This is an optimization exercise on Yosys and OpenROAD, whose aim is small area, a short achievable clock period and few clock cycles per item, not a production implementation. No functional check of the RTL was part of any run shown here. No activity file was given, so power comes from the tool's default toggle rates.

<file path="flow/design.v">
module wallace_multi (
    input clk,
    input rst,
    input [15:0] a,
    input [15:0] b,
    output reg [31:0] p,
    output reg done
);
    wire c225;
    wire c227;
    wire c229;
    wire c231;
    wire c233;
    wire c235;
    wire c237;
    wire c239;
    wire c241;
    wire c243;
    wire c245;
    wire c247;
    wire c249;
    wire c251;
    wire c253;
    wire c255;
    wire c257;
    wire c259;
    wire c261;
    wire c263;
    wire c265;
    wire c267;
    wire c269;
    wire c271;
    wire c273;
    wire c275;
    wire c277;
    wire c279;
    wire c281;
    wire c283;
    wire c285;
    wire c287;
    wire c289;
    wire c291;
    wire c293;
    wire c295;
    wire c297;
    wire c299;
    wire c301;
    wire c303;
    wire c305;
    wire c309;
    wire c311;
    wire c313;
    wire c315;
    wire c317;
    wire c319;
    wire c321;
    wire c325;
    wire c327;
    wire c329;
    wire c331;
    wire c333;
    wire c335;
    wire c337;
    wire c341;
    wire c343;
    wire c345;
    wire c347;
    wire c349;
    wire c351;
    wire c353;
    wire c358;
    wire c360;
    wire c362;
    wire c364;
    wire c366;
    wire c368;
    wire c370;
    wire c375;
    wire c377;
    wire c379;
    wire c381;
    wire c383;
    wire c385;
    wire c387;
    wire c389;
    wire c391;
    wire c393;
    wire c395;
    wire c397;
    wire c399;
    wire c401;
    wire c403;
    wire c405;
    wire c407;
    wire c409;
    wire c411;
    wire c413;
    wire c415;
    wire c417;
    wire c419;
    wire c421;
    wire c423;
    wire c425;
    wire c427;
    wire c429;
    wire c431;
    wire c433;
    wire c435;
    wire c437;
    wire c439;
    wire c441;
    wire c443;
    wire c445;
    wire c447;
    wire c449;
    wire c451;
    wire c453;
    wire c455;
    wire c457;
    wire c459;
    wire c461;
    wire c463;
    wire c465;
    wire c467;
    wire c469;
    wire c471;
    wire c473;
    wire c475;
    wire c477;
    wire c479;
    wire c481;
    wire c483;
    wire c485;
    wire c487;
    wire n1;
    wire n2;
    wire n3;
    wire n4;
    wire n5;
    wire n6;
    wire n7;
    wire n8;
    wire n9;
    wire n10;
    wire n11;
    wire n12;
    wire n13;
    wire n14;
    wire n15;
    wire n19;
    wire n22;
    wire n24;
    wire n26;
    wire n28;
    wire n30;
    wire n32;
    wire n34;
    wire n36;
    wire n38;
    wire n40;
    wire n42;
    wire n44;
    wire n46;
    wire n48;
    wire n50;
    wire n51;
    wire n52;
    wire n55;
    wire n57;
    wire n58;
    wire n59;
    wire n60;
    wire n61;
    wire n62;
    wire n63;
    wire n64;
    wire n65;
    wire n66;
    wire n67;
    wire n68;
    wire n69;
    wire n70;
    wire n71;
    wire n72;
    wire n73;
    wire n76;
    wire n78;
    wire n79;
    wire n80;
    wire n81;
    wire n82;
    wire n83;
    wire n84;
    wire n85;
    wire n86;
    wire n87;
    wire n88;
    wire n89;
    wire n90;
    wire n91;
    wire n92;
    wire n93;
    wire n94;
    wire n97;
    wire n99;
    wire n100;
    wire n101;
    wire n102;
    wire n103;
    wire n104;
    wire n105;
    wire n106;
    wire n107;
    wire n108;
    wire n109;
    wire n110;
    wire n111;
    wire n112;
    wire n113;
    wire n114;
    wire n115;
    wire n118;
    wire n120;
    wire n121;
    wire n122;
    wire n123;
    wire n124;
    wire n125;
    wire n126;
    wire n127;
    wire n128;
    wire n129;
    wire n130;
    wire n131;
    wire n132;
    wire n133;
    wire n134;
    wire n135;
    wire n136;
    wire n139;
    wire n141;
    wire n142;
    wire n143;
    wire n144;
    wire n145;
    wire n146;
    wire n147;
    wire n148;
    wire n149;
    wire n150;
    wire n151;
    wire n152;
    wire n153;
    wire n154;
    wire n155;
    wire n156;
    wire n157;
    wire n160;
    wire n162;
    wire n163;
    wire n164;
    wire n165;
    wire n166;
    wire n167;
    wire n168;
    wire n169;
    wire n170;
    wire n171;
    wire n172;
    wire n173;
    wire n174;
    wire n175;
    wire n176;
    wire n177;
    wire n178;
    wire n181;
    wire n183;
    wire n184;
    wire n185;
    wire n186;
    wire n187;
    wire n188;
    wire n189;
    wire n190;
    wire n191;
    wire n192;
    wire n193;
    wire n194;
    wire n195;
    wire n196;
    wire n197;
    wire n198;
    wire n199;
    wire n200;
    wire n201;
    wire n202;
    wire n203;
    wire n204;
    wire n205;
    wire n206;
    wire n207;
    wire n208;
    wire n209;
    wire n210;
    wire n211;
    wire n212;
    wire n213;
    wire n214;
    wire n215;
    wire n216;
    wire n217;
    wire n218;
    wire n219;
    wire n220;
    wire n221;
    wire n222;
    wire n223;
    wire n488;
    wire n489;
    wire n490;
    wire n491;
    wire n492;
    wire n493;
    wire n494;
    wire n495;
    wire n496;
    wire n497;
    wire n498;
    wire n499;
    wire n500;
    wire n501;
    wire n502;
    wire n503;
    wire n504;
    wire n505;
    wire n508;
    wire n509;
    wire n512;
    wire n513;
    wire n516;
    wire n517;
    wire n519;
    wire n520;
    wire n521;
    wire n522;
    wire n523;
    wire n524;
    wire n525;
    wire n526;
    wire n527;
    wire n528;
    wire n530;
    wire n531;
    wire n534;
    wire n535;
    wire n538;
    wire n539;
    wire n542;
    wire n543;
    wire n546;
    wire n547;
    wire n550;
    wire n551;
    wire n554;
    wire n555;
    wire n558;
    wire n559;
    wire n560;
    wire n561;
    wire n562;
    wire n563;
    wire n564;
    wire n565;
    wire n566;
    wire n567;
    wire n568;
    wire n569;
    wire n570;
    wire n571;
    wire n572;
    wire n573;
    wire n574;
    wire n575;
    wire n576;
    wire n577;
    wire n578;
    wire n579;
    wire n583;
    wire n585;
    wire n586;
    wire n587;
    wire n588;
    wire n589;
    wire n590;
    wire n591;
    wire n592;
    wire n593;
    wire n594;
    wire n595;
    wire n596;
    wire n597;
    wire n598;
    wire n599;
    wire n600;
    wire n601;
    wire n605;
    wire n607;
    wire n608;
    wire n609;
    wire n610;
    wire n611;
    wire n612;
    wire n613;
    wire n614;
    wire n615;
    wire n616;
    wire n617;
    wire n621;
    wire n623;
    wire n624;
    wire n625;
    wire n626;
    wire n627;
    wire n628;
    wire n629;
    wire n630;
    wire n631;
    wire n632;
    wire n633;
    wire n634;
    wire n635;
    wire n636;
    wire n637;
    wire n638;
    wire n639;
    wire n640;
    wire n641;
    wire n642;
    wire n643;
    wire n647;
    wire n649;
    wire n652;
    wire n653;
    wire n654;
    wire n655;
    wire n656;
    wire n657;
    wire n658;
    wire n659;
    wire n661;
    wire n663;
    wire n664;
    wire n665;
    wire n666;
    wire n667;
    wire n668;
    wire n669;
    wire n670;
    wire n671;
    wire n672;
    wire n673;
    wire n674;
    wire n675;
    wire n676;
    wire n677;
    wire n678;
    wire n679;
    wire n682;
    wire n683;
    wire n684;
    wire n685;
    wire n686;
    wire n687;
    wire n688;
    wire n689;
    wire n690;
    wire n691;
    wire n692;
    wire n693;
    wire n694;
    wire n695;
    wire n696;
    wire n697;
    wire n698;
    wire n699;
    wire n700;
    wire n701;
    wire n702;
    wire n703;
    wire n704;
    wire n705;
    wire n706;
    wire n707;
    wire n708;
    wire n709;
    wire n710;
    wire n711;
    wire n712;
    wire n713;
    wire n714;
    wire n715;
    wire n716;
    wire n717;
    wire n718;
    wire n719;
    wire n720;
    wire n721;
    wire n722;
    wire n723;
    wire n724;
    wire n725;
    wire n726;
    wire n727;
    wire n728;
    wire n729;
    wire n730;
    wire n731;
    wire n732;
    wire n733;
    wire n734;
    wire n735;
    wire n736;
    wire n737;
    wire n738;
    wire n739;
    wire n740;
    wire n741;
    wire n742;
    wire n743;
    wire n744;
    wire n745;
    wire n746;
    wire n747;
    wire n748;
    wire n749;
    wire n750;
    wire n751;
    wire n752;
    wire n753;
    wire n754;
    wire n755;
    wire n756;
    wire n757;
    wire n758;
    wire n759;
    wire n762;
    wire n763;
    wire n764;
    wire n765;
    wire n766;
    wire n767;
    wire n768;
    wire n769;
    wire n770;
    wire n771;
    wire n772;
    wire n773;
    wire n774;
    wire n775;
    wire n776;
    wire n777;
    wire n778;
    wire n779;
    wire n780;
    wire n781;
    wire n782;
    wire n783;
    wire n785;
    wire n786;
    wire n788;
    reg r16;
    reg r17;
    reg r18;
    reg r20;
    reg r21;
    reg r23;
    reg r25;
    reg r27;
    reg r29;
    reg r31;
    reg r33;
    reg r35;
    reg r37;
    reg r39;
    reg r41;
    reg r43;
    reg r45;
    reg r47;
    reg r49;
    reg r53;
    reg r54;
    reg r56;
    reg r74;
    reg r75;
    reg r77;
    reg r95;
    reg r96;
    reg r98;
    reg r116;
    reg r117;
    reg r119;
    reg r137;
    reg r138;
    reg r140;
    reg r158;
    reg r159;
    reg r161;
    reg r179;
    reg r180;
    reg r182;
    reg r306;
    reg r307;
    reg r322;
    reg r323;
    reg r338;
    reg r339;
    reg r354;
    reg r355;
    reg r356;
    reg r371;
    reg r372;
    reg r373;
    reg r506;
    reg r507;
    reg r510;
    reg r511;
    reg r514;
    reg r515;
    reg r518;
    reg r529;
    reg r532;
    reg r533;
    reg r536;
    reg r537;
    reg r540;
    reg r541;
    reg r544;
    reg r545;
    reg r548;
    reg r549;
    reg r552;
    reg r553;
    reg r556;
    reg r557;
    reg r580;
    reg r581;
    reg r582;
    reg r584;
    reg r602;
    reg r603;
    reg r604;
    reg r606;
    reg r618;
    reg r619;
    reg r620;
    reg r622;
    reg r644;
    reg r645;
    reg r646;
    reg r648;
    reg r650;
    reg r651;
    reg r660;
    reg r662;
    reg r680;
    reg r681;
    reg r760;
    reg r761;
    reg r784;
    reg r787;
    reg r789;
    reg r790;
    reg r791;
    reg r792;
    reg r793;
    reg r794;
    reg r795;
    wire s224;
    wire s226;
    wire s228;
    wire s230;
    wire s232;
    wire s234;
    wire s236;
    wire s238;
    wire s240;
    wire s242;
    wire s244;
    wire s246;
    wire s248;
    wire s250;
    wire s252;
    wire s254;
    wire s256;
    wire s258;
    wire s260;
    wire s262;
    wire s264;
    wire s266;
    wire s268;
    wire s270;
    wire s272;
    wire s274;
    wire s276;
    wire s278;
    wire s280;
    wire s282;
    wire s284;
    wire s286;
    wire s288;
    wire s290;
    wire s292;
    wire s294;
    wire s296;
    wire s298;
    wire s300;
    wire s302;
    wire s304;
    wire s308;
    wire s310;
    wire s312;
    wire s314;
    wire s316;
    wire s318;
    wire s320;
    wire s324;
    wire s326;
    wire s328;
    wire s330;
    wire s332;
    wire s334;
    wire s336;
    wire s340;
    wire s342;
    wire s344;
    wire s346;
    wire s348;
    wire s350;
    wire s352;
    wire s357;
    wire s359;
    wire s361;
    wire s363;
    wire s365;
    wire s367;
    wire s369;
    wire s374;
    wire s376;
    wire s378;
    wire s380;
    wire s382;
    wire s384;
    wire s386;
    wire s388;
    wire s390;
    wire s392;
    wire s394;
    wire s396;
    wire s398;
    wire s400;
    wire s402;
    wire s404;
    wire s406;
    wire s408;
    wire s410;
    wire s412;
    wire s414;
    wire s416;
    wire s418;
    wire s420;
    wire s422;
    wire s424;
    wire s426;
    wire s428;
    wire s430;
    wire s432;
    wire s434;
    wire s436;
    wire s438;
    wire s440;
    wire s442;
    wire s444;
    wire s446;
    wire s448;
    wire s450;
    wire s452;
    wire s454;
    wire s456;
    wire s458;
    wire s460;
    wire s462;
    wire s464;
    wire s466;
    wire s468;
    wire s470;
    wire s472;
    wire s474;
    wire s476;
    wire s478;
    wire s480;
    wire s482;
    wire s484;
    wire s486;
    assign n1 = b[1] & ~b[0];
    assign n2 = b[2] ^ b[1];
    assign n3 = (b[3] & ~b[2] & ~b[1]) | (~b[3] & b[2] & b[1]);
    assign n4 = b[4] ^ b[3];
    assign n5 = (b[5] & ~b[4] & ~b[3]) | (~b[5] & b[4] & b[3]);
    assign n6 = b[6] ^ b[5];
    assign n7 = (b[7] & ~b[6] & ~b[5]) | (~b[7] & b[6] & b[5]);
    assign n8 = b[8] ^ b[7];
    assign n9 = (b[9] & ~b[8] & ~b[7]) | (~b[9] & b[8] & b[7]);
    assign n10 = b[10] ^ b[9];
    assign n11 = (b[11] & ~b[10] & ~b[9]) | (~b[11] & b[10] & b[9]);
    assign n12 = b[12] ^ b[11];
    assign n13 = (b[13] & ~b[12] & ~b[11]) | (~b[13] & b[12] & b[11]);
    assign n14 = b[14] ^ b[13];
    assign n15 = (b[15] & ~b[14] & ~b[13]) | (~b[15] & b[14] & b[13]);
    always @(posedge clk) begin
        r16 <= b[0];
        r17 <= a[0];
        r18 <= b[1];
        r20 <= a[1];
        r21 <= n1;
        r23 <= a[2];
        r25 <= a[3];
        r27 <= a[4];
        r29 <= a[5];
        r31 <= a[6];
        r33 <= a[7];
        r35 <= a[8];
        r37 <= a[9];
        r39 <= a[10];
        r41 <= a[11];
        r43 <= a[12];
        r45 <= a[13];
        r47 <= a[14];
        r49 <= a[15];
        r53 <= n2;
        r54 <= b[3];
        r56 <= n3;
        r74 <= n4;
        r75 <= b[5];
        r77 <= n5;
        r95 <= n6;
        r96 <= b[7];
        r98 <= n7;
        r116 <= n8;
        r117 <= b[9];
        r119 <= n9;
        r137 <= n10;
        r138 <= b[11];
        r140 <= n11;
        r158 <= n12;
        r159 <= b[13];
        r161 <= n13;
        r179 <= n14;
        r180 <= b[15];
        r182 <= n15;
    end
    assign n19 = (r16 & r17) ^ r18;
    mbs un22 (.one(r16), .a1(r20), .two(r21), .a0(r17), .neg(r18), .x(n22));
    mbs un24 (.one(r16), .a1(r23), .two(r21), .a0(r20), .neg(r18), .x(n24));
    mbs un26 (.one(r16), .a1(r25), .two(r21), .a0(r23), .neg(r18), .x(n26));
    mbs un28 (.one(r16), .a1(r27), .two(r21), .a0(r25), .neg(r18), .x(n28));
    mbs un30 (.one(r16), .a1(r29), .two(r21), .a0(r27), .neg(r18), .x(n30));
    mbs un32 (.one(r16), .a1(r31), .two(r21), .a0(r29), .neg(r18), .x(n32));
    mbs un34 (.one(r16), .a1(r33), .two(r21), .a0(r31), .neg(r18), .x(n34));
    mbs un36 (.one(r16), .a1(r35), .two(r21), .a0(r33), .neg(r18), .x(n36));
    mbs un38 (.one(r16), .a1(r37), .two(r21), .a0(r35), .neg(r18), .x(n38));
    mbs un40 (.one(r16), .a1(r39), .two(r21), .a0(r37), .neg(r18), .x(n40));
    mbs un42 (.one(r16), .a1(r41), .two(r21), .a0(r39), .neg(r18), .x(n42));
    mbs un44 (.one(r16), .a1(r43), .two(r21), .a0(r41), .neg(r18), .x(n44));
    mbs un46 (.one(r16), .a1(r45), .two(r21), .a0(r43), .neg(r18), .x(n46));
    mbs un48 (.one(r16), .a1(r47), .two(r21), .a0(r45), .neg(r18), .x(n48));
    mbs un50 (.one(r16), .a1(r49), .two(r21), .a0(r47), .neg(r18), .x(n50));
    assign n51 = (r21 & r49) ^ r18;
    assign n52 = ~r18;
    assign n55 = (r53 & r17) ^ r54;
    mbs un57 (.one(r53), .a1(r20), .two(r56), .a0(r17), .neg(r54), .x(n57));
    mbs un58 (.one(r53), .a1(r23), .two(r56), .a0(r20), .neg(r54), .x(n58));
    mbs un59 (.one(r53), .a1(r25), .two(r56), .a0(r23), .neg(r54), .x(n59));
    mbs un60 (.one(r53), .a1(r27), .two(r56), .a0(r25), .neg(r54), .x(n60));
    mbs un61 (.one(r53), .a1(r29), .two(r56), .a0(r27), .neg(r54), .x(n61));
    mbs un62 (.one(r53), .a1(r31), .two(r56), .a0(r29), .neg(r54), .x(n62));
    mbs un63 (.one(r53), .a1(r33), .two(r56), .a0(r31), .neg(r54), .x(n63));
    mbs un64 (.one(r53), .a1(r35), .two(r56), .a0(r33), .neg(r54), .x(n64));
    mbs un65 (.one(r53), .a1(r37), .two(r56), .a0(r35), .neg(r54), .x(n65));
    mbs un66 (.one(r53), .a1(r39), .two(r56), .a0(r37), .neg(r54), .x(n66));
    mbs un67 (.one(r53), .a1(r41), .two(r56), .a0(r39), .neg(r54), .x(n67));
    mbs un68 (.one(r53), .a1(r43), .two(r56), .a0(r41), .neg(r54), .x(n68));
    mbs un69 (.one(r53), .a1(r45), .two(r56), .a0(r43), .neg(r54), .x(n69));
    mbs un70 (.one(r53), .a1(r47), .two(r56), .a0(r45), .neg(r54), .x(n70));
    mbs un71 (.one(r53), .a1(r49), .two(r56), .a0(r47), .neg(r54), .x(n71));
    assign n72 = (r56 & r49) ^ r54;
    assign n73 = ~r54;
    assign n76 = (r74 & r17) ^ r75;
    mbs un78 (.one(r74), .a1(r20), .two(r77), .a0(r17), .neg(r75), .x(n78));
    mbs un79 (.one(r74), .a1(r23), .two(r77), .a0(r20), .neg(r75), .x(n79));
    mbs un80 (.one(r74), .a1(r25), .two(r77), .a0(r23), .neg(r75), .x(n80));
    mbs un81 (.one(r74), .a1(r27), .two(r77), .a0(r25), .neg(r75), .x(n81));
    mbs un82 (.one(r74), .a1(r29), .two(r77), .a0(r27), .neg(r75), .x(n82));
    mbs un83 (.one(r74), .a1(r31), .two(r77), .a0(r29), .neg(r75), .x(n83));
    mbs un84 (.one(r74), .a1(r33), .two(r77), .a0(r31), .neg(r75), .x(n84));
    mbs un85 (.one(r74), .a1(r35), .two(r77), .a0(r33), .neg(r75), .x(n85));
    mbs un86 (.one(r74), .a1(r37), .two(r77), .a0(r35), .neg(r75), .x(n86));
    mbs un87 (.one(r74), .a1(r39), .two(r77), .a0(r37), .neg(r75), .x(n87));
    mbs un88 (.one(r74), .a1(r41), .two(r77), .a0(r39), .neg(r75), .x(n88));
    mbs un89 (.one(r74), .a1(r43), .two(r77), .a0(r41), .neg(r75), .x(n89));
    mbs un90 (.one(r74), .a1(r45), .two(r77), .a0(r43), .neg(r75), .x(n90));
    mbs un91 (.one(r74), .a1(r47), .two(r77), .a0(r45), .neg(r75), .x(n91));
    mbs un92 (.one(r74), .a1(r49), .two(r77), .a0(r47), .neg(r75), .x(n92));
    assign n93 = (r77 & r49) ^ r75;
    assign n94 = ~r75;
    assign n97 = (r95 & r17) ^ r96;
    mbs un99 (.one(r95), .a1(r20), .two(r98), .a0(r17), .neg(r96), .x(n99));
    mbs un100 (.one(r95), .a1(r23), .two(r98), .a0(r20), .neg(r96), .x(n100));
    mbs un101 (.one(r95), .a1(r25), .two(r98), .a0(r23), .neg(r96), .x(n101));
    mbs un102 (.one(r95), .a1(r27), .two(r98), .a0(r25), .neg(r96), .x(n102));
    mbs un103 (.one(r95), .a1(r29), .two(r98), .a0(r27), .neg(r96), .x(n103));
    mbs un104 (.one(r95), .a1(r31), .two(r98), .a0(r29), .neg(r96), .x(n104));
    mbs un105 (.one(r95), .a1(r33), .two(r98), .a0(r31), .neg(r96), .x(n105));
    mbs un106 (.one(r95), .a1(r35), .two(r98), .a0(r33), .neg(r96), .x(n106));
    mbs un107 (.one(r95), .a1(r37), .two(r98), .a0(r35), .neg(r96), .x(n107));
    mbs un108 (.one(r95), .a1(r39), .two(r98), .a0(r37), .neg(r96), .x(n108));
    mbs un109 (.one(r95), .a1(r41), .two(r98), .a0(r39), .neg(r96), .x(n109));
    mbs un110 (.one(r95), .a1(r43), .two(r98), .a0(r41), .neg(r96), .x(n110));
    mbs un111 (.one(r95), .a1(r45), .two(r98), .a0(r43), .neg(r96), .x(n111));
    mbs un112 (.one(r95), .a1(r47), .two(r98), .a0(r45), .neg(r96), .x(n112));
    mbs un113 (.one(r95), .a1(r49), .two(r98), .a0(r47), .neg(r96), .x(n113));
    assign n114 = (r98 & r49) ^ r96;
    assign n115 = ~r96;
    assign n118 = (r116 & r17) ^ r117;
    mbs un120 (.one(r116), .a1(r20), .two(r119), .a0(r17), .neg(r117), .x(n120));
    mbs un121 (.one(r116), .a1(r23), .two(r119), .a0(r20), .neg(r117), .x(n121));
    mbs un122 (.one(r116), .a1(r25), .two(r119), .a0(r23), .neg(r117), .x(n122));
    mbs un123 (.one(r116), .a1(r27), .two(r119), .a0(r25), .neg(r117), .x(n123));
    mbs un124 (.one(r116), .a1(r29), .two(r119), .a0(r27), .neg(r117), .x(n124));
    mbs un125 (.one(r116), .a1(r31), .two(r119), .a0(r29), .neg(r117), .x(n125));
    mbs un126 (.one(r116), .a1(r33), .two(r119), .a0(r31), .neg(r117), .x(n126));
    mbs un127 (.one(r116), .a1(r35), .two(r119), .a0(r33), .neg(r117), .x(n127));
    mbs un128 (.one(r116), .a1(r37), .two(r119), .a0(r35), .neg(r117), .x(n128));
    mbs un129 (.one(r116), .a1(r39), .two(r119), .a0(r37), .neg(r117), .x(n129));
    mbs un130 (.one(r116), .a1(r41), .two(r119), .a0(r39), .neg(r117), .x(n130));
    mbs un131 (.one(r116), .a1(r43), .two(r119), .a0(r41), .neg(r117), .x(n131));
    mbs un132 (.one(r116), .a1(r45), .two(r119), .a0(r43), .neg(r117), .x(n132));
    mbs un133 (.one(r116), .a1(r47), .two(r119), .a0(r45), .neg(r117), .x(n133));
    mbs un134 (.one(r116), .a1(r49), .two(r119), .a0(r47), .neg(r117), .x(n134));
    assign n135 = (r119 & r49) ^ r117;
    assign n136 = ~r117;
    assign n139 = (r137 & r17) ^ r138;
    mbs un141 (.one(r137), .a1(r20), .two(r140), .a0(r17), .neg(r138), .x(n141));
    mbs un142 (.one(r137), .a1(r23), .two(r140), .a0(r20), .neg(r138), .x(n142));
    mbs un143 (.one(r137), .a1(r25), .two(r140), .a0(r23), .neg(r138), .x(n143));
    mbs un144 (.one(r137), .a1(r27), .two(r140), .a0(r25), .neg(r138), .x(n144));
    mbs un145 (.one(r137), .a1(r29), .two(r140), .a0(r27), .neg(r138), .x(n145));
    mbs un146 (.one(r137), .a1(r31), .two(r140), .a0(r29), .neg(r138), .x(n146));
    mbs un147 (.one(r137), .a1(r33), .two(r140), .a0(r31), .neg(r138), .x(n147));
    mbs un148 (.one(r137), .a1(r35), .two(r140), .a0(r33), .neg(r138), .x(n148));
    mbs un149 (.one(r137), .a1(r37), .two(r140), .a0(r35), .neg(r138), .x(n149));
    mbs un150 (.one(r137), .a1(r39), .two(r140), .a0(r37), .neg(r138), .x(n150));
    mbs un151 (.one(r137), .a1(r41), .two(r140), .a0(r39), .neg(r138), .x(n151));
    mbs un152 (.one(r137), .a1(r43), .two(r140), .a0(r41), .neg(r138), .x(n152));
    mbs un153 (.one(r137), .a1(r45), .two(r140), .a0(r43), .neg(r138), .x(n153));
    mbs un154 (.one(r137), .a1(r47), .two(r140), .a0(r45), .neg(r138), .x(n154));
    mbs un155 (.one(r137), .a1(r49), .two(r140), .a0(r47), .neg(r138), .x(n155));
    assign n156 = (r140 & r49) ^ r138;
    assign n157 = ~r138;
    assign n160 = (r158 & r17) ^ r159;
    mbs un162 (.one(r158), .a1(r20), .two(r161), .a0(r17), .neg(r159), .x(n162));
    mbs un163 (.one(r158), .a1(r23), .two(r161), .a0(r20), .neg(r159), .x(n163));
    mbs un164 (.one(r158), .a1(r25), .two(r161), .a0(r23), .neg(r159), .x(n164));
    mbs un165 (.one(r158), .a1(r27), .two(r161), .a0(r25), .neg(r159), .x(n165));
    mbs un166 (.one(r158), .a1(r29), .two(r161), .a0(r27), .neg(r159), .x(n166));
    mbs un167 (.one(r158), .a1(r31), .two(r161), .a0(r29), .neg(r159), .x(n167));
    mbs un168 (.one(r158), .a1(r33), .two(r161), .a0(r31), .neg(r159), .x(n168));
    mbs un169 (.one(r158), .a1(r35), .two(r161), .a0(r33), .neg(r159), .x(n169));
    mbs un170 (.one(r158), .a1(r37), .two(r161), .a0(r35), .neg(r159), .x(n170));
    mbs un171 (.one(r158), .a1(r39), .two(r161), .a0(r37), .neg(r159), .x(n171));
    mbs un172 (.one(r158), .a1(r41), .two(r161), .a0(r39), .neg(r159), .x(n172));
    mbs un173 (.one(r158), .a1(r43), .two(r161), .a0(r41), .neg(r159), .x(n173));
    mbs un174 (.one(r158), .a1(r45), .two(r161), .a0(r43), .neg(r159), .x(n174));
    mbs un175 (.one(r158), .a1(r47), .two(r161), .a0(r45), .neg(r159), .x(n175));
    mbs un176 (.one(r158), .a1(r49), .two(r161), .a0(r47), .neg(r159), .x(n176));
    assign n177 = (r161 & r49) ^ r159;
    assign n178 = ~r159;
    assign n181 = (r179 & r17) ^ r180;
    mbs un183 (.one(r179), .a1(r20), .two(r182), .a0(r17), .neg(r180), .x(n183));
    mbs un184 (.one(r179), .a1(r23), .two(r182), .a0(r20), .neg(r180), .x(n184));
    mbs un185 (.one(r179), .a1(r25), .two(r182), .a0(r23), .neg(r180), .x(n185));
    mbs un186 (.one(r179), .a1(r27), .two(r182), .a0(r25), .neg(r180), .x(n186));
    mbs un187 (.one(r179), .a1(r29), .two(r182), .a0(r27), .neg(r180), .x(n187));
    mbs un188 (.one(r179), .a1(r31), .two(r182), .a0(r29), .neg(r180), .x(n188));
    mbs un189 (.one(r179), .a1(r33), .two(r182), .a0(r31), .neg(r180), .x(n189));
    mbs un190 (.one(r179), .a1(r35), .two(r182), .a0(r33), .neg(r180), .x(n190));
    mbs un191 (.one(r179), .a1(r37), .two(r182), .a0(r35), .neg(r180), .x(n191));
    mbs un192 (.one(r179), .a1(r39), .two(r182), .a0(r37), .neg(r180), .x(n192));
    mbs un193 (.one(r179), .a1(r41), .two(r182), .a0(r39), .neg(r180), .x(n193));
    mbs un194 (.one(r179), .a1(r43), .two(r182), .a0(r41), .neg(r180), .x(n194));
    mbs un195 (.one(r179), .a1(r45), .two(r182), .a0(r43), .neg(r180), .x(n195));
    mbs un196 (.one(r179), .a1(r47), .two(r182), .a0(r45), .neg(r180), .x(n196));
    mbs un197 (.one(r179), .a1(r49), .two(r182), .a0(r47), .neg(r180), .x(n197));
    assign n198 = (r182 & r49) ^ r180;
    assign n199 = ~r180;
    assign n200 = r180 & r17;
    assign n201 = r180 & r20;
    assign n202 = r180 & r23;
    assign n203 = r180 & r25;
    assign n204 = r180 & r27;
    assign n205 = r180 & r29;
    assign n206 = r180 & r31;
    assign n207 = r180 & r33;
    assign n208 = r180 & r35;
    assign n209 = r180 & r37;
    assign n210 = r180 & r39;
    assign n211 = r180 & r41;
    assign n212 = r180 & r43;
    assign n213 = r180 & r45;
    assign n214 = r180 & r47;
    assign n215 = r180 & r49;
    assign n216 = ~n201;
    assign n217 = ~n201;
    assign n218 = ~n204;
    assign n219 = ~n206;
    assign n220 = ~n208;
    assign n221 = ~n210;
    assign n222 = ~n212;
    assign n223 = ~n214;
    mha us224 (.a(r54), .b(n24), .s(s224), .co(c225));
    mha us226 (.a(n26), .b(n57), .s(s226), .co(c227));
    mfa us228 (.a(r75), .b(n28), .c(n58), .s(s228), .co(c229));
    mha us230 (.a(n76), .b(c227), .s(s230), .co(c231));
    mfa us232 (.a(n30), .b(n59), .c(n78), .s(s232), .co(c233));
    mha us234 (.a(c229), .b(s232), .s(s234), .co(c235));
    mfa us236 (.a(r96), .b(n32), .c(n60), .s(s236), .co(c237));
    mfa us238 (.a(n79), .b(n97), .c(c233), .s(s238), .co(c239));
    mha us240 (.a(s236), .b(c235), .s(s240), .co(c241));
    mfa us242 (.a(n34), .b(n61), .c(n80), .s(s242), .co(c243));
    mfa us244 (.a(n99), .b(c237), .c(s242), .s(s244), .co(c245));
    mha us246 (.a(c239), .b(s244), .s(s246), .co(c247));
    mfa us248 (.a(r117), .b(n36), .c(n62), .s(s248), .co(c249));
    mfa us250 (.a(n81), .b(n100), .c(n118), .s(s250), .co(c251));
    mfa us252 (.a(c243), .b(s248), .c(s250), .s(s252), .co(c253));
    mha us254 (.a(c245), .b(s252), .s(s254), .co(c255));
    mfa us256 (.a(n38), .b(n63), .c(n82), .s(s256), .co(c257));
    mfa us258 (.a(n101), .b(n120), .c(c249), .s(s258), .co(c259));
    mfa us260 (.a(c251), .b(s256), .c(c253), .s(s260), .co(c261));
    mha us262 (.a(s258), .b(c255), .s(s262), .co(c263));
    mfa us264 (.a(r138), .b(n40), .c(n64), .s(s264), .co(c265));
    mfa us266 (.a(n83), .b(n102), .c(n121), .s(s266), .co(c267));
    mfa us268 (.a(n139), .b(c257), .c(s264), .s(s268), .co(c269));
    mfa us270 (.a(s266), .b(c259), .c(s268), .s(s270), .co(c271));
    mha us272 (.a(c261), .b(s270), .s(s272), .co(c273));
    mfa us274 (.a(n42), .b(n65), .c(n84), .s(s274), .co(c275));
    mfa us276 (.a(n103), .b(n122), .c(n141), .s(s276), .co(c277));
    mfa us278 (.a(c265), .b(c267), .c(s274), .s(s278), .co(c279));
    mfa us280 (.a(s276), .b(c269), .c(s278), .s(s280), .co(c281));
    mha us282 (.a(c271), .b(s280), .s(s282), .co(c283));
    mfa us284 (.a(r159), .b(n44), .c(n66), .s(s284), .co(c285));
    mfa us286 (.a(n85), .b(n104), .c(n123), .s(s286), .co(c287));
    mfa us288 (.a(n142), .b(n160), .c(c275), .s(s288), .co(c289));
    mfa us290 (.a(c277), .b(s284), .c(s286), .s(s290), .co(c291));
    mfa us292 (.a(c279), .b(s288), .c(s290), .s(s292), .co(c293));
    mha us294 (.a(c281), .b(s292), .s(s294), .co(c295));
    mfa us296 (.a(n46), .b(n67), .c(n86), .s(s296), .co(c297));
    mfa us298 (.a(n105), .b(n124), .c(n143), .s(s298), .co(c299));
    mfa us300 (.a(n162), .b(c285), .c(c287), .s(s300), .co(c301));
    mfa us302 (.a(s296), .b(s298), .c(c289), .s(s302), .co(c303));
    mfa us304 (.a(c291), .b(s300), .c(s302), .s(s304), .co(c305));
    mfa us310 (.a(r180), .b(n48), .c(n68), .s(s310), .co(c311));
    mfa us312 (.a(n87), .b(n106), .c(n125), .s(s312), .co(c313));
    mfa us314 (.a(n144), .b(n163), .c(n181), .s(s314), .co(c315));
    mfa us316 (.a(c297), .b(c299), .c(s310), .s(s316), .co(c317));
    mfa us318 (.a(s312), .b(s314), .c(c301), .s(s318), .co(c319));
    mfa us320 (.a(s316), .b(c303), .c(s318), .s(s320), .co(c321));
    mfa us326 (.a(n50), .b(n69), .c(n88), .s(s326), .co(c327));
    mfa us328 (.a(n107), .b(n126), .c(n145), .s(s328), .co(c329));
    mfa us330 (.a(n164), .b(n183), .c(c311), .s(s330), .co(c331));
    mfa us332 (.a(c313), .b(c315), .c(s326), .s(s332), .co(c333));
    mfa us334 (.a(s328), .b(c317), .c(s330), .s(s334), .co(c335));
    mfa us336 (.a(s332), .b(c319), .c(s334), .s(s336), .co(c337));
    mfa us342 (.a(n200), .b(n51), .c(n70), .s(s342), .co(c343));
    mfa us344 (.a(n89), .b(n108), .c(n127), .s(s344), .co(c345));
    mfa us346 (.a(n146), .b(n165), .c(n184), .s(s346), .co(c347));
    mfa us348 (.a(c327), .b(c329), .c(s342), .s(s348), .co(c349));
    mfa us350 (.a(s344), .b(s346), .c(c331), .s(s350), .co(c351));
    mfa us352 (.a(c333), .b(s348), .c(c335), .s(s352), .co(c353));
    mfa us359 (.a(n52), .b(n216), .c(n71), .s(s359), .co(c360));
    mfa us361 (.a(n90), .b(n109), .c(n128), .s(s361), .co(c362));
    mfa us363 (.a(n147), .b(n166), .c(n185), .s(s363), .co(c364));
    mfa us365 (.a(c343), .b(c345), .c(c347), .s(s365), .co(c366));
    mfa us367 (.a(s359), .b(s361), .c(s363), .s(s367), .co(c368));
    mfa us369 (.a(c349), .b(s365), .c(s367), .s(s369), .co(c370));
    mfa us376 (.a(n202), .b(n217), .c(n72), .s(s376), .co(c377));
    mfa us378 (.a(n91), .b(n110), .c(n129), .s(s378), .co(c379));
    mfa us380 (.a(n148), .b(n167), .c(n186), .s(s380), .co(c381));
    mfa us382 (.a(c360), .b(c362), .c(c364), .s(s382), .co(c383));
    mfa us384 (.a(s376), .b(s378), .c(s380), .s(s384), .co(c385));
    mfa us386 (.a(c366), .b(c368), .c(s382), .s(s386), .co(c387));
    mfa us388 (.a(s384), .b(c370), .c(s386), .s(s388), .co(c389));
    mfa us390 (.a(n73), .b(n203), .c(n201), .s(s390), .co(c391));
    mfa us392 (.a(n92), .b(n111), .c(n130), .s(s392), .co(c393));
    mfa us394 (.a(n149), .b(n168), .c(n187), .s(s394), .co(c395));
    mfa us396 (.a(s390), .b(c377), .c(c379), .s(s396), .co(c397));
    mfa us398 (.a(c381), .b(s392), .c(s394), .s(s398), .co(c399));
    mfa us400 (.a(c383), .b(c385), .c(s396), .s(s400), .co(c401));
    mfa us402 (.a(s398), .b(c387), .c(s400), .s(s402), .co(c403));
    mfa us404 (.a(n218), .b(n93), .c(n112), .s(s404), .co(c405));
    mfa us406 (.a(n131), .b(n150), .c(n169), .s(s406), .co(c407));
    mfa us408 (.a(n188), .b(c391), .c(c393), .s(s408), .co(c409));
    mfa us410 (.a(c395), .b(s404), .c(s406), .s(s410), .co(c411));
    mfa us412 (.a(c397), .b(c399), .c(s408), .s(s412), .co(c413));
    mfa us414 (.a(s410), .b(c401), .c(s412), .s(s414), .co(c415));
    mfa us416 (.a(n94), .b(n205), .c(n204), .s(s416), .co(c417));
    mfa us418 (.a(n113), .b(n132), .c(n151), .s(s418), .co(c419));
    mfa us420 (.a(n170), .b(n189), .c(s416), .s(s420), .co(c421));
    mfa us422 (.a(c405), .b(c407), .c(s418), .s(s422), .co(c423));
    mfa us424 (.a(s420), .b(c409), .c(c411), .s(s424), .co(c425));
    mfa us426 (.a(s422), .b(c413), .c(s424), .s(s426), .co(c427));
    mfa us428 (.a(n219), .b(n114), .c(n133), .s(s428), .co(c429));
    mfa us430 (.a(n152), .b(n171), .c(n190), .s(s430), .co(c431));
    mfa us432 (.a(c417), .b(c419), .c(s428), .s(s432), .co(c433));
    mfa us434 (.a(s430), .b(c421), .c(c423), .s(s434), .co(c435));
    mfa us436 (.a(s432), .b(c425), .c(s434), .s(s436), .co(c437));
    mfa us438 (.a(n115), .b(n207), .c(n206), .s(s438), .co(c439));
    mfa us440 (.a(n134), .b(n153), .c(n172), .s(s440), .co(c441));
    mfa us442 (.a(n191), .b(s438), .c(c429), .s(s442), .co(c443));
    mfa us444 (.a(c431), .b(s440), .c(c433), .s(s444), .co(c445));
    mfa us446 (.a(s442), .b(c435), .c(s444), .s(s446), .co(c447));
    mfa us448 (.a(n220), .b(n135), .c(n154), .s(s448), .co(c449));
    mfa us450 (.a(n173), .b(n192), .c(c439), .s(s450), .co(c451));
    mfa us452 (.a(c441), .b(s448), .c(s450), .s(s452), .co(c453));
    mfa us454 (.a(c443), .b(s452), .c(c445), .s(s454), .co(c455));
    mfa us456 (.a(n136), .b(n209), .c(n208), .s(s456), .co(c457));
    mfa us458 (.a(n155), .b(n174), .c(n193), .s(s458), .co(c459));
    mfa us460 (.a(s456), .b(c449), .c(s458), .s(s460), .co(c461));
    mfa us462 (.a(c451), .b(s460), .c(c453), .s(s462), .co(c463));
    mfa us464 (.a(n221), .b(n156), .c(n175), .s(s464), .co(c465));
    mfa us466 (.a(n194), .b(c457), .c(c459), .s(s466), .co(c467));
    mfa us468 (.a(s464), .b(c461), .c(s466), .s(s468), .co(c469));
    mfa us470 (.a(n157), .b(n211), .c(n210), .s(s470), .co(c471));
    mfa us472 (.a(n176), .b(n195), .c(s470), .s(s472), .co(c473));
    mfa us474 (.a(c465), .b(s472), .c(c467), .s(s474), .co(c475));
    mfa us476 (.a(n222), .b(n177), .c(n196), .s(s476), .co(c477));
    mfa us478 (.a(c471), .b(s476), .c(c473), .s(s478), .co(c479));
    mfa us480 (.a(n178), .b(n213), .c(n212), .s(s480), .co(c481));
    mfa us482 (.a(n197), .b(s480), .c(c477), .s(s482), .co(c483));
    mfa us484 (.a(n223), .b(n198), .c(c481), .s(s484), .co(c485));
    mfa us486 (.a(n199), .b(n215), .c(n214), .s(s486), .co(c487));
    assign n488 = n19 & r18;
    assign n489 = n19 ^ r18;
    assign n490 = n55 & s224;
    assign n491 = n55 ^ s224;
    assign n492 = c225 & s226;
    assign n493 = c225 ^ s226;
    assign n494 = s228 & s230;
    assign n495 = s228 ^ s230;
    assign n496 = c231 & s234;
    assign n497 = c231 ^ s234;
    assign n498 = s238 & s240;
    assign n499 = s238 ^ s240;
    assign n500 = c241 & s246;
    assign n501 = c241 ^ s246;
    assign n502 = c247 & s254;
    assign n503 = c247 ^ s254;
    assign n504 = s260 & s262;
    assign n505 = s260 ^ s262;
    assign n560 = c463 & s468;
    assign n561 = c463 ^ s468;
    assign n562 = c469 & s474;
    assign n563 = c469 ^ s474;
    assign n564 = c475 & s478;
    assign n565 = c475 ^ s478;
    assign n566 = c479 & s482;
    assign n567 = c479 ^ s482;
    assign n568 = c483 & s484;
    assign n569 = c483 ^ s484;
    assign n570 = c485 & s486;
    assign n571 = c485 ^ s486;
    assign n572 = n22 & n488;
    assign n573 = n22 & n489;
    assign n574 = n492 | (n493 & n490);
    assign n575 = n493 & n491;
    assign n576 = n496 | (n497 & n494);
    assign n577 = n497 & n495;
    assign n578 = n500 | (n501 & n498);
    assign n579 = n501 & n499;
    assign n608 = n566 | (n567 & n564);
    assign n609 = n567 & n565;
    assign n610 = n570 | (n571 & n568);
    assign n611 = n571 & n569;
    assign n612 = n490 | (n491 & n572);
    assign n613 = n491 & n573;
    assign n614 = n574 | (n575 & n572);
    assign n615 = n575 & n573;
    assign n616 = n498 | (n499 & n576);
    assign n617 = n499 & n577;
    assign n654 = n494 | (n495 & n614);
    assign n655 = n495 & n615;
    assign n656 = n576 | (n577 & n614);
    assign n657 = n577 & n615;
    assign n658 = n616 | (n617 & n614);
    assign n659 = n617 & n615;
    assign n754 = n22 ^ n488;
    assign n755 = n491 ^ n572;
    assign n756 = n493 ^ n612;
    assign n757 = n495 ^ n614;
    assign n758 = n497 ^ n654;
    assign n759 = n499 ^ n656;
    always @(posedge clk) begin
        r306 <= c293;
        r307 <= c295;
        r322 <= c305;
        r323 <= s320;
        r338 <= c321;
        r339 <= s336;
        r354 <= s350;
        r355 <= s352;
        r356 <= c337;
        r371 <= c351;
        r372 <= s369;
        r373 <= c353;
        r506 <= c263;
        r507 <= s272;
        r510 <= c273;
        r511 <= s282;
        r514 <= c283;
        r515 <= s294;
        r518 <= s304;
        r529 <= s388;
        r532 <= c389;
        r533 <= s402;
        r536 <= c403;
        r537 <= s414;
        r540 <= c415;
        r541 <= s426;
        r544 <= c427;
        r545 <= s436;
        r548 <= c437;
        r549 <= s446;
        r552 <= c447;
        r553 <= s454;
        r556 <= c455;
        r557 <= s462;
        r580 <= n504;
        r581 <= n505;
        r582 <= n502;
        r584 <= n503;
        r602 <= n562;
        r603 <= n563;
        r604 <= n560;
        r606 <= n561;
        r618 <= n578;
        r619 <= n579;
        r620 <= n576;
        r622 <= n577;
        r644 <= n568;
        r645 <= n569;
        r646 <= n608;
        r648 <= n609;
        r650 <= n610;
        r651 <= n611;
        r660 <= n614;
        r662 <= n615;
        r680 <= n564;
        r681 <= n565;
        r760 <= n501;
        r761 <= n658;
        r784 <= n567;
        r787 <= n571;
        r789 <= n489;
        r790 <= n754;
        r791 <= n755;
        r792 <= n756;
        r793 <= n757;
        r794 <= n758;
        r795 <= n759;
    end
    mha us308 (.a(r306), .b(r307), .s(s308), .co(c309));
    mha us324 (.a(r322), .b(r323), .s(s324), .co(c325));
    mha us340 (.a(r338), .b(r339), .s(s340), .co(c341));
    mfa us357 (.a(r354), .b(r355), .c(r356), .s(s357), .co(c358));
    mfa us374 (.a(r371), .b(r372), .c(r373), .s(s374), .co(c375));
    assign n508 = r506 & r507;
    assign n509 = r506 ^ r507;
    assign n512 = r510 & r511;
    assign n513 = r510 ^ r511;
    assign n516 = r514 & r515;
    assign n517 = r514 ^ r515;
    assign n519 = r518 & s308;
    assign n520 = r518 ^ s308;
    assign n521 = c309 & s324;
    assign n522 = c309 ^ s324;
    assign n523 = c325 & s340;
    assign n524 = c325 ^ s340;
    assign n525 = c341 & s357;
    assign n526 = c341 ^ s357;
    assign n527 = c358 & s374;
    assign n528 = c358 ^ s374;
    assign n530 = c375 & r529;
    assign n531 = c375 ^ r529;
    assign n534 = r532 & r533;
    assign n535 = r532 ^ r533;
    assign n538 = r536 & r537;
    assign n539 = r536 ^ r537;
    assign n542 = r540 & r541;
    assign n543 = r540 ^ r541;
    assign n546 = r544 & r545;
    assign n547 = r544 ^ r545;
    assign n550 = r548 & r549;
    assign n551 = r548 ^ r549;
    assign n554 = r552 & r553;
    assign n555 = r552 ^ r553;
    assign n558 = r556 & r557;
    assign n559 = r556 ^ r557;
    assign n583 = r580 | (r581 & r582);
    assign n585 = r581 & r584;
    assign n586 = n512 | (n513 & n508);
    assign n587 = n513 & n509;
    assign n588 = n519 | (n520 & n516);
    assign n589 = n520 & n517;
    assign n590 = n523 | (n524 & n521);
    assign n591 = n524 & n522;
    assign n592 = n527 | (n528 & n525);
    assign n593 = n528 & n526;
    assign n594 = n534 | (n535 & n530);
    assign n595 = n535 & n531;
    assign n596 = n542 | (n543 & n538);
    assign n597 = n543 & n539;
    assign n598 = n550 | (n551 & n546);
    assign n599 = n551 & n547;
    assign n600 = n558 | (n559 & n554);
    assign n601 = n559 & n555;
    assign n605 = r602 | (r603 & r604);
    assign n607 = r603 & r606;
    assign n621 = r618 | (r619 & r620);
    assign n623 = r619 & r622;
    assign n624 = n508 | (n509 & n583);
    assign n625 = n509 & n585;
    assign n626 = n586 | (n587 & n583);
    assign n627 = n587 & n585;
    assign n628 = n521 | (n522 & n588);
    assign n629 = n522 & n589;
    assign n630 = n590 | (n591 & n588);
    assign n631 = n591 & n589;
    assign n632 = n530 | (n531 & n592);
    assign n633 = n531 & n593;
    assign n634 = n594 | (n595 & n592);
    assign n635 = n595 & n593;
    assign n636 = n546 | (n547 & n596);
    assign n637 = n547 & n597;
    assign n638 = n598 | (n599 & n596);
    assign n639 = n599 & n597;
    assign n640 = r604 | (r606 & n600);
    assign n641 = r606 & n601;
    assign n642 = n605 | (n607 & n600);
    assign n643 = n607 & n601;
    assign n647 = r644 | (r645 & r646);
    assign n649 = r645 & r648;
    assign n652 = r650 | (r651 & r646);
    assign n653 = r651 & r648;
    assign n661 = n621 | (n623 & r660);
    assign n663 = n623 & r662;
    assign n664 = n516 | (n517 & n626);
    assign n665 = n517 & n627;
    assign n666 = n588 | (n589 & n626);
    assign n667 = n589 & n627;
    assign n668 = n628 | (n629 & n626);
    assign n669 = n629 & n627;
    assign n670 = n630 | (n631 & n626);
    assign n671 = n631 & n627;
    assign n672 = n538 | (n539 & n634);
    assign n673 = n539 & n635;
    assign n674 = n596 | (n597 & n634);
    assign n675 = n597 & n635;
    assign n676 = n636 | (n637 & n634);
    assign n677 = n637 & n635;
    assign n678 = n638 | (n639 & n634);
    assign n679 = n639 & n635;
    assign n682 = r680 | (r681 & n642);
    assign n683 = r681 & n643;
    assign n684 = r646 | (r648 & n642);
    assign n685 = r648 & n643;
    assign n686 = n647 | (n649 & n642);
    assign n687 = n649 & n643;
    assign n688 = n652 | (n653 & n642);
    assign n689 = n653 & n643;
    assign n690 = r582 | (r584 & n661);
    assign n691 = r584 & n663;
    assign n692 = n583 | (n585 & n661);
    assign n693 = n585 & n663;
    assign n694 = n624 | (n625 & n661);
    assign n695 = n625 & n663;
    assign n696 = n626 | (n627 & n661);
    assign n697 = n627 & n663;
    assign n698 = n664 | (n665 & n661);
    assign n699 = n665 & n663;
    assign n700 = n666 | (n667 & n661);
    assign n701 = n667 & n663;
    assign n702 = n668 | (n669 & n661);
    assign n703 = n669 & n663;
    assign n704 = n670 | (n671 & n661);
    assign n705 = n671 & n663;
    assign n706 = n554 | (n555 & n678);
    assign n707 = n555 & n679;
    assign n708 = n600 | (n601 & n678);
    assign n709 = n601 & n679;
    assign n710 = n640 | (n641 & n678);
    assign n711 = n641 & n679;
    assign n712 = n642 | (n643 & n678);
    assign n713 = n643 & n679;
    assign n714 = n682 | (n683 & n678);
    assign n715 = n683 & n679;
    assign n716 = n684 | (n685 & n678);
    assign n717 = n685 & n679;
    assign n718 = n686 | (n687 & n678);
    assign n719 = n687 & n679;
    assign n720 = n688 | (n689 & n678);
    assign n721 = n689 & n679;
    assign n722 = n525 | (n526 & n704);
    assign n723 = n526 & n705;
    assign n724 = n592 | (n593 & n704);
    assign n725 = n593 & n705;
    assign n726 = n632 | (n633 & n704);
    assign n727 = n633 & n705;
    assign n728 = n634 | (n635 & n704);
    assign n729 = n635 & n705;
    assign n730 = n672 | (n673 & n704);
    assign n731 = n673 & n705;
    assign n732 = n674 | (n675 & n704);
    assign n733 = n675 & n705;
    assign n734 = n676 | (n677 & n704);
    assign n735 = n677 & n705;
    assign n736 = n678 | (n679 & n704);
    assign n737 = n679 & n705;
    assign n738 = n706 | (n707 & n704);
    assign n739 = n707 & n705;
    assign n740 = n708 | (n709 & n704);
    assign n741 = n709 & n705;
    assign n742 = n710 | (n711 & n704);
    assign n743 = n711 & n705;
    assign n744 = n712 | (n713 & n704);
    assign n745 = n713 & n705;
    assign n746 = n714 | (n715 & n704);
    assign n747 = n715 & n705;
    assign n748 = n716 | (n717 & n704);
    assign n749 = n717 & n705;
    assign n750 = n718 | (n719 & n704);
    assign n751 = n719 & n705;
    assign n752 = n720 | (n721 & n704);
    assign n753 = n721 & n705;
    assign n762 = r760 ^ r761;
    assign n763 = r584 ^ n661;
    assign n764 = r581 ^ n690;
    assign n765 = n509 ^ n692;
    assign n766 = n513 ^ n694;
    assign n767 = n517 ^ n696;
    assign n768 = n520 ^ n698;
    assign n769 = n522 ^ n700;
    assign n770 = n524 ^ n702;
    assign n771 = n526 ^ n704;
    assign n772 = n528 ^ n722;
    assign n773 = n531 ^ n724;
    assign n774 = n535 ^ n726;
    assign n775 = n539 ^ n728;
    assign n776 = n543 ^ n730;
    assign n777 = n547 ^ n732;
    assign n778 = n551 ^ n734;
    assign n779 = n555 ^ n736;
    assign n780 = n559 ^ n738;
    assign n781 = r606 ^ n740;
    assign n782 = r603 ^ n742;
    assign n783 = r681 ^ n744;
    assign n785 = r784 ^ n746;
    assign n786 = r645 ^ n748;
    assign n788 = r787 ^ n750;
    always @(posedge clk) p <= {n788, n786, n785, n783, n782, n781, n780, n779, n778, n777, n776, n775, n774, n773, n772, n771, n770, n769, n768, n767, n766, n765, n764, n763, n762, r795, r794, r793, r792, r791, r790, r789};
    reg [1:0] v;
    always @(posedge clk or negedge rst) begin
        if (!rst) begin
            v <= 2'b0;
            done <= 1'b0;
        end else begin
            v <= {v[0:0], 1'b1};
            done <= v[1];
        end
    end
endmodule
module mfa (input a, input b, input c, output s, output co);
    assign s = a ^ b ^ c;
    assign co = (a & b) | (a & c) | (b & c);
endmodule
module mha (input a, input b, output s, output co);
    assign s = a ^ b;
    assign co = a & b;
endmodule
module mbs (input one, input a1, input two, input a0, input neg, output x);
    assign x = ((one & a1) | (two & a0)) ^ neg;
endmodule
</file>
<file path="flow/run.sh">
#!/bin/bash
# synth_recipe.tcl (not shown) runs the flow's synth.tcl, then flattens the netlist and writes it again
# the make line also repeats each setting of config.mk as NAME=value (left out here)
make -C /OpenROAD-flow-scripts/flow DESIGN_CONFIG=/design/flow/config.mk WORK_HOME=/design/flow/orfs CLKGATE_MAP_FILE= SYNTH_SCRIPT=/design/flow/synth_recipe.tcl finish
</file>
<file path="flow/constraint.sdc">
create_clock -name core_clock -period 4.0 [get_ports {clk}]
set_input_delay 0.8000 -clock core_clock [delete_from_list [all_inputs] [get_ports {clk}]]
set_output_delay 0.8000 -clock core_clock [all_outputs]
set_load 0.01 [all_outputs]
</file>
<file path="flow/config.mk">
export PLATFORM = sky130hd
export DESIGN_NAME = wallace_multi
export DESIGN_NICKNAME = wallace_multi
export VERILOG_FILES = /design/flow/design.v
export SDC_FILE = /design/flow/constraint.sdc
export NUM_CORES = 4
export LEC_CHECK = 0
export CAP_MARGIN = 20
export CORE_MARGIN = 2
export CORE_UTILIZATION = 40
export SLEW_MARGIN = 20
export SYNTH_HIERARCHICAL = 1
</file>
==> summary.md, run 1 <==
| Metric | Value |
|---|---|
| HPWL after DPL | `roughly 16 mm` |
| Max FFs per register | `32` |
| Detailed Route Iter0 Violations | `330` |
| TritonCTS clock tree | `built` |
| Largest Register | `p` |
| Area growth syn-to-layout | `21.1%` |
| Status | `no timing/DRC/antenna violations` |
| Largest registers | `p: 32 flops, v: 2 flops` |
| Register area share after synthesis | `0.293` |
| CP arrival | `about 3600 ps` |
| Cell Chain, Critical Path | `a22oi_2, xnor2_1, fa_1, fa_1, fa_1, fa_1` |
| Peak VDD IR | `about 310 uV` |
| Ys Warns | `7` |
| Final period util | `0.819` |
| Total of max-cap violations | `0` |
| Clk pin slew, worst setup/hold paths | `60 ps` |
| H-tree lvl count | `4` |
| Worst hold path type | `reg2reg` |
| Crit path max fanout | `12` |
| Pins Over Slew Limit | `0` |
| Slowest cell on crit path | `dfxtp_1` |
| Setup Buffers After CTS | `0` |
| Most frequent CP cell | `fa_1` |
| Cell family with most CP delay | `adder cells` |
| Min Tclk post-route | `between 3000 and 4000 ps` |
| Syn avg cell area | `around 13 sq um` |
| P per Cell Area | `about 700 nW/um^2` |
| Die Wd | `approximately 160 um` |
| Critical path origin | `r158` |
| # fillers | `around 2100` |
| Fmax | `~310 MHz` |
| Setup TNS | `0 ps` |
| Vias in the first global route | `roughly 6500` |
| Total GRT Usage | `0.184` |
| Slowest cell delay on critical path | `approximately 840 ps` |
| Post-route DRC | `0` |
| Critical path class | `reg2reg` |
| Worst hold margin | `327 ps` |
| Starting Density | `0.407` |
| Cts hold-fix bufs | `0` |
| Critical Path Start Type | `flip-flop` |
| Core area | `~23000 sq um` |
| Slew @ Worst Pin | `between 800 and 900 ps` |
| Commonest non-fill, non-tap cell in the layout | `xnor2_1` |
| Antenna Nets Post-Route | `0` |
| Number of port buffers | `66` |
| Register area | `2800 sq um` |
| Post-CTS Resized | `0` |
| Drt wl/cell | `about 17 um` |
| Initial antenna violation count | `0` |
| Clock Latency Late Sink | `approximately 430 ps` |
| First-pass GRT wire length | `between 30 and 40 mm` |
| Critical Path RT | `about 4300 ps` |
| Die area | `~25000 sq um` |
| Endpoint class of the critical path | `flip-flop` |
| Largest net degree at the start of global routing | `27` |
| Overall power consumption | `roughly 8.0 mW` |
| Vias after detailed routing | `around 6000` |
| Fin nets | `1079` |
| Count of cell types in the netlist | `38` |
| Clk buf depth | `2` |
| Syn_nets | `around 950` |
| Synthesis-stage register bit count | `139` |
| Buf/Inv on CP | `0` |
| N_diodes | `0` |
| Routability cong. | `about 0.8` |
| Die Ht | `around 160 um` |
| I/O pins | `67` |
| Clk_skew | `roughly 9.7 ps` |
| Lkg Pwr | `4.36 nW` |
| Area occupied by multi-input gates | `6680 sq um` |
| Worst slew margin | `0.438` |
| Drt total wl | `about 21 mm` |
| Sink Count | `139` |
| Routed vias/inst | `about 5.0` |
| Final setup viols | `0` |
| Root cell of the clock tree | `clkbuf_16` |
| Final hold violation count | `0` |
| Total clock buffers created by CTS | `17` |
| Rows | `56` |
| RR Startpoint | `r158` |
| Most frequent cells in the layout | `xnor2_1 (150), dfxtp_1 (136), a22oi_2 (120), fa_1 (115), clkdlybuf4s50_1 (66)` |
| Global route overflow | `0` |
| Cell area after synthesis | `9560 sq um` |
| DR pass1 iterations | `4` |
| Unrepaired setup endpoints after global routing | `no` |
| Syn Inst Count | `between 700 and 800` |
| Hold Path Origin | `r793` |
| Share of layout cells above drive strength 1 | `0.237` |
[through the flow]
| stage | instances | utilization | setup WS (ps) | area (sq um) |
|---|---|---|---|---|
| final | 1216 | 0.493 | 723 | 11600 |
| after CTS | 1216 | 0.493 | 708 | 11600 |
| after global placement | 1184 | 0.468 | 742 | 11000 |
| after global routing | 1216 | 0.493 | 583 | 11600 |
| after floorplan | 752 | - | 395 | 9560 |
| after detailed placement | 1184 | 0.468 | 719 | 11000 |
[metal layers]
| metal | share of wire | vias up | track usage |
|---|---|---|---|
| met4 | 0.013 | 0 | 0.0562 |
| met1 | 0.50 | 3066 | 0.262 |
| li1 | - | 2891 | - |
| met3 | 0.043 | 15 | 0.0384 |
| met5 | 0 | - | 0 |
| met2 | 0.44 | 131 | 0.282 |
[area by class of cell]
class | instances | share of cell area
clock buffer | 18 | 0.0371
multi-input combinational | 590 | 0.577
tap | 319 | 0.0345
sequential | 139 | 0.242
timing repair buffer | 117 | 0.0901
inverter | 19 | 0.00616
clock inverter | 14 | 0.0138
[Yosys stat by module, one instance, submodules excluded]
| module | copies in the design | cells | cell area (sq um) |
|---|---|---|---|
| mfa | 112 | 1 | 20.0 |
| mbs | 120 | 2 | 21.3 |
| wallace_multi | 1 | 386 | 4590 |
| mha | 14 | 1 | 12.5 |
[where the power goes]
part           total (mW)  internal, mW  leakage, nW  switching (mW)
logic                4.14          2.08         2.89            2.07
clock network        1.59         0.931        0.286           0.658
registers            2.27          1.99         1.18           0.276
[kinds of logic (layout without fill, tap and decap cells)]
kind of cell,Yosys count,count (layout),synth area share
buffers and inverters,23,168,0.00903
adder cells (fa/ha/maj),161,161,0.301
AO/OA/AOI/OAI,172,172,0.197
flip-flops,139,139,0.293
AND/OR/NAND/NOR,90,90,0.0479
other,1,1,0.000392
XOR/XNOR,166,166,0.152
[synth_stat cells]
cell      number  area [sq um]
o21a_1         2          15.0
o21bai_1       1          7.51
nand4_1        2          12.5
clkbuf_1       4          15.0
nor2b_1        3          18.8
xor2_1        16           140
nand2b_1      10          62.6
dfxtp_1      136          2720
fa_1         115          2300
a211oi_2       2          25.0
o31ai_4        1          21.3
ha_1          46           576
xnor2_1      150          1310
and3_1         1          6.26
a21oi_1       10          50.1
nand2_1       31           116
o21ai_0       15          75.1
a211oi_1       2          15.0
and2_1        13          81.3
nor2_1        15          56.3
o211ai_2       1          12.5
a21o_1        11          82.6
a41oi_4        1          27.5
o21ai_2        2          17.5
nand3_1        2          10.0
a31oi_1        1          6.26
nor3_1         3          15.0
nand3b_1       7          52.6
nor3_2         1          10.0
o211ai_1       1          7.51
dfrtp_1        3          75.1
and2b_2        1          8.76
inv_1         19          71.3
a22oi_2      120          1500
o21ba_2        1          10.0
a21boi_0       1          7.51
and2_2         1          7.51
conb_1         1          3.75
[final timing paths]
path                            endpoint  slack [ps]  depth (start not counted)
worst max-delay path                r532         720                          6
max in group asynchronous           v[1]        3300                          1
worst min-delay path                p[4]         330                          0
worst min register to register      p[4]         330                          0
worst max register to register      r532         720                          6
min in group asynchronous           done         560                          1
==> inputs of run 2 (changes only) <==
--- a/flow/config.mk
+++ b/flow/config.mk
@@ -10,2 +10,3 @@
 export CORE_UTILIZATION = 40
+export SETUP_SLACK_MARGIN = 0.8
 export SLEW_MARGIN = 20
==> run 2 against run 1 <==
Flip-flop and latch count is the same. Sequential power is essentially flat. Worst hold slack gained 0.69 ps. Power shrank 0.47%. Clock skew grew 1.4 ps. Combinational power shrank 1%. Global-route usage grew 0.15 points. Critical endpoint is now r339. First-iteration DRC count shrank 5.8%. Sequential share of layout area is essentially flat. Maximum frequency grew 6.2%. Highest routed layer unchanged. Area after synthesis is the same. Final cell count grew 0.66%. Largest cell class unchanged.
==> summary.md, run 2 <==
| Metric | Value |
|---|---|
| Most frequent CP cell | `fa_1 (unchanged)` |
| Sequential Power Share | `0.287 (was 0.283)` |
| Synth top area cells | `dfxtp_1 (28%), fa_1 (24%), a22oi_2 (16%), xnor2_1 (14%), ha_1 (6.0%) (unchanged)` |
| Int Pwr | `4.98 mW (was 5.00 mW)` |
| Critical Path RT | `4290 ps (was 4280 ps)` |
| Buf/Inv on CP | `0 (unchanged)` |
| Cell area after synthesis | `9560 sq um (unchanged)` |
| Clock network fraction of total power | `0.198 (was 0.199)` |
| TritonCTS clock tree | `built (unchanged)` |
| Register area share after synthesis | `0.293 (unchanged)` |
| Cell Chain, Critical Path | `a22oi_2, xnor2_1, fa_1, fa_1, fa_1, fa_1 (unchanged)` |
| Peak VDD IR | `294 uV (was 307 uV)` |
| Drt wl/cell | `17.5 um (about the same)` |
| N_diodes | `0 (unchanged)` |
| Fmax | `324 MHz (was 305 MHz)` |
| Setup TNS | `0 ps (unchanged)` |
| Final period util | `0.772 (was 0.819)` |
| Overall power consumption | `7.96 mW (was 8.00 mW)` |
| Die area | `25200 sq um (unchanged)` |
| Vias after detailed routing | `6159 (was 6103)` |
| Endpoint class of the critical path | `flip-flop (unchanged)` |
| Critical path class | `reg2reg (unchanged)` |
| Synthesis-stage register bit count | `139 (unchanged)` |
| Lkg Pwr | `4.41 nW (was 4.36 nW)` |
| First-pass GRT wire length | `35.6 mm (was 35.0 mm)` |
| Most frequent cells in the layout | `xnor2_1 (150), a22oi_2 (120), fa_1 (115), dfxtp_1 (111), clkdlybuf4s50_1 (66) (was xnor2_1 (150), dfxtp_1 (136), a22oi_2 (120), fa_1 (115), clkdlybuf4s50_1 (66))` |
| Compound-Gate Fraction of Synth Area | `0.197 (unchanged)` |
| Area occupied by multi-input gates | `6680 sq um (unchanged)` |
| P per Cell Area | `681 nW/um^2 (was 691 nW/um^2)` |
| Commonest non-fill, non-tap cell in the layout | `xnor2_1 (unchanged)` |
| Die Wd | `159 um (unchanged)` |
| Detailed Route Iter0 Violations | `311 (was 330)` |
| Unrepaired setup endpoints after global routing | `yes (was no)` |
| Syn avg cell area | `12.7 sq um (unchanged)` |
| Cell taking the most area after synthesis | `dfxtp_1 (unchanged)` |
| Worst Hold Depth | `0 (unchanged)` |
| Die Ht | `159 um (unchanged)` |
| # fillers | `2102 (was 2109)` |
| Post-route DRC | `0 (unchanged)` |
| Final hold violation count | `0 (unchanged)` |
| Total of max-cap violations | `0 (unchanged)` |
| XOR/XNOR Fraction of Synth Area | `0.152 (unchanged)` |
| Multiplexer share of the synthesized area | `0 (unchanged)` |
| Clock Latency Late Sink | `420 ps (was 430 ps)` |
| Final setup viols | `0 (unchanged)` |
| Largest Register | `p (unchanged)` |
| Initial antenna violation count | `0 (unchanged)` |
| Worst path depth | `6 (unchanged)` |
| Pins Over Slew Limit | `0 (unchanged)` |
| Crit path max fanout | `11 (was 12)` |
| Max FFs per register | `32 (unchanged)` |
| Highest Signal Layer | `met4 (unchanged)` |
| Sink Count | `139 (unchanged)` |
| Switching Power | `2.98 mW (was 3.00 mW)` |
| Syn Inst Count | `752 (unchanged)` |
| H-tree lvl count | `4 (unchanged)` |
| Most frequent cells after synthesis | `xnor2_1 (150), dfxtp_1 (136), a22oi_2 (120) (unchanged)` |
| Post-synthesis simple-gate area fraction | `0.0479 (unchanged)` |
| Slew @ Worst Pin | `729 ps (was 842 ps)` |
| Clk pin slew, worst setup/hold paths | `60 ps (about the same)` |
| HPWL after DPL | `16.5 mm (was 16.4 mm)` |
| Wl on met1 | `11.0 mm (was 10.7 mm)` |
| Root cell of the clock tree | `clkbuf_16 (unchanged)` |
| I/O pins | `67 (unchanged)` |
| Core area | `23500 sq um (unchanged)` |
| Routed vias/inst | `5.03 (was 5.02)` |
| Share of layout cells above drive strength 1 | `0.273 (was 0.237)` |
| Rows | `56 (unchanged)` |
| Post-synth EDFFs | `0 (unchanged)` |
| Routability cong. | `0.839 (was 0.803)` |
| Vias in the first global route | `6471 (was 6496)` |
| Clk_skew | `11.0 ps (was 9.66 ps)` |
| Most common cell in the netlist | `xnor2_1 (unchanged)` |
| Combinational power share | `0.515 (was 0.518)` |
| Largest registers | `p: 32 flops, v: 2 flops (unchanged)` |
| Status | `no timing/DRC/antenna violations (unchanged)` |
| Starting Density | `0.407 (unchanged)` |
| Met2 wire length | `9.35 mm (was 9.39 mm)` |
| Clk buf depth | `2 (unchanged)` |
| Area growth syn-to-layout | `22.3% (was 21.1%)` |
| Worst hold path type | `reg2reg (unchanged)` |
| Cell family with most CP delay | `adder cells (unchanged)` |
| Worst slew margin | `0.514 (was 0.438)` |
| Global route overflow | `0 (unchanged)` |
| Critical Path Start Type | `flip-flop (unchanged)` |
| Fin nets | `1087 (was 1079)` |
| Number of port buffers | `66 (unchanged)` |
| Largest net degree at the start of global routing | `36 (was 27)` |
| CP arrival | `3380 ps (was 3550 ps)` |
| Drt total wl | `21.5 mm (was 21.2 mm)` |
| Sw Share | `0.374 (was 0.375)` |
| R2R depth | `6 (unchanged)` |
| Syn_nets | `947 (unchanged)` |
| Slowest cell delay on critical path | `700 ps (was 840 ps)` |
| Post-synthesis adder-cell area fraction | `0.301 (unchanged)` |
| Count of cell types in the netlist | `38 (unchanged)` |
| Main combinational cell family by area after synthesis | `adder cells (unchanged)` |
| Total GRT Usage | `0.186 (was 0.184)` |
| Register area | `2830 sq um (was 2800 sq um)` |
| Prevailing post-synth register cell | `dfxtp_1 (unchanged)` |
| DR WL met3 | `812 um (was 922 um)` |
| Synth top area share | `0.285 (unchanged)` |
| DR pass1 iterations | `4 (unchanged)` |
| Ys Warns | `7 (unchanged)` |
| Slowest cell on crit path | `dfxtp_1 (unchanged)` |
| Total clock buffers created by CTS | `17 (unchanged)` |
| Cts hold-fix bufs | `0 (unchanged)` |
| Antenna Nets Post-Route | `0 (unchanged)` |
| Min Tclk post-route | `3090 ps (was 3280 ps)` |
| Share of flip-flops with an asynchronous set or reset | `0.0216 (unchanged)` |
run 2: cell counts after synthesis:
No cell type changed its count.
run 2: worst paths after layout:
check / startpoint / end / slack (ps)
max in group asynchronous: rst / v[0] / 3300
max reg2reg: r21 / r339 / 910
max: r21 / r339 / 910
min in group asynchronous: rst / done / 560
min: r794 / p[5] / 330
min reg2reg: r794 / p[5] / 330
run 2: power groups by stage:
stage | clock [mW] | combinational [mW] | sequential (mW)
after floorplan | 0 | 2.81 | 2.39
after global placement | 0 | 4.06 | 2.31
after detailed placement | 0 | 4.15 | 2.32
after CTS | 1.61 | 4.18 | 2.29
after global routing | 1.69 | 4.72 | 2.34
final | 1.57 | 4.10 | 2.28
run 2: worst register-to-register path: stages (launching register included):
cell     delay, ps
dfxtp_1        700
a22oi_2        120
xnor2_1        230
fa_1           510
fa_1           450
fa_1           540
fa_1           400
run 2: area by class of cell:
type,count,area share
clock inverters,12,0.0108
multi-input cells,590,0.571
well taps,319,0.0341
flip-flops and latches,139,0.242
inverters,19,0.00610
clock buffers,20,0.0399
repair buffers,125,0.0961
run 2: cells by family (layout without fill, tap and decap cells):
kind of cell    after synthesis  after routing
flops                       139            139
simple gates                 90             90
other cells                   1              1
xor+xnor                    166            166
buf+inv                      23            176
compound gates              172            172
fa+ha+maj                   161            161
run 2: routing by layer:
| layer | global-route usage | vias up |
|---|---|---|
| li1 | - | 2905 |
| met1 | 0.275 | 3110 |
| met2 | 0.279 | 121 |
| met3 | 0.0302 | 23 |
| met4 | 0.0553 | 0 |
| met5 | 0 | - |
run 2: stage by stage:
| stage | cells | utilization | setup slack (ps) | area, sq um | hold slack, ps |
|---|---|---|---|---|---|
| detailed placement | 1191 | 0.470 | 742 | 11000 | 312 |
| floorplan | 752 | - | 825 | 9560 | 310 |
| global placement | 1191 | 0.470 | 750 | 11000 | 310 |
| global route | 1224 | 0.498 | 782 | 11700 | 332 |
| CTS | 1223 | 0.496 | 816 | 11600 | 327 |
| finish | 1224 | 0.498 | 914 | 11700 | 327 |
run 2: modules after synthesis (local to each module, per instance):
| module | times used | area [sq um] | cells | flops+latches |
|---|---|---|---|---|
| wallace_multi | 1 | 4590 | 386 | 139 |
| mha | 14 | 12.5 | 1 | 0 |
| mfa | 112 | 20.0 | 1 | 0 |
| mbs | 120 | 21.3 | 2 | 0 |
run 2: timing repair:
item,4_1_cts,5_1_grt
cloned,0,0
resized for setup,8,16
buffers inserted,0,1
setup endpoints to repair,10,24

Setup slack of run 2, layout unchanged: 0.914 ns with ideal ports, 0.914 ns with driving cells assumed (clock clkbuf_16, inputs buf_2), 0.914 ns with port delays also shifted by the 0.465 ns mid clock arrival.
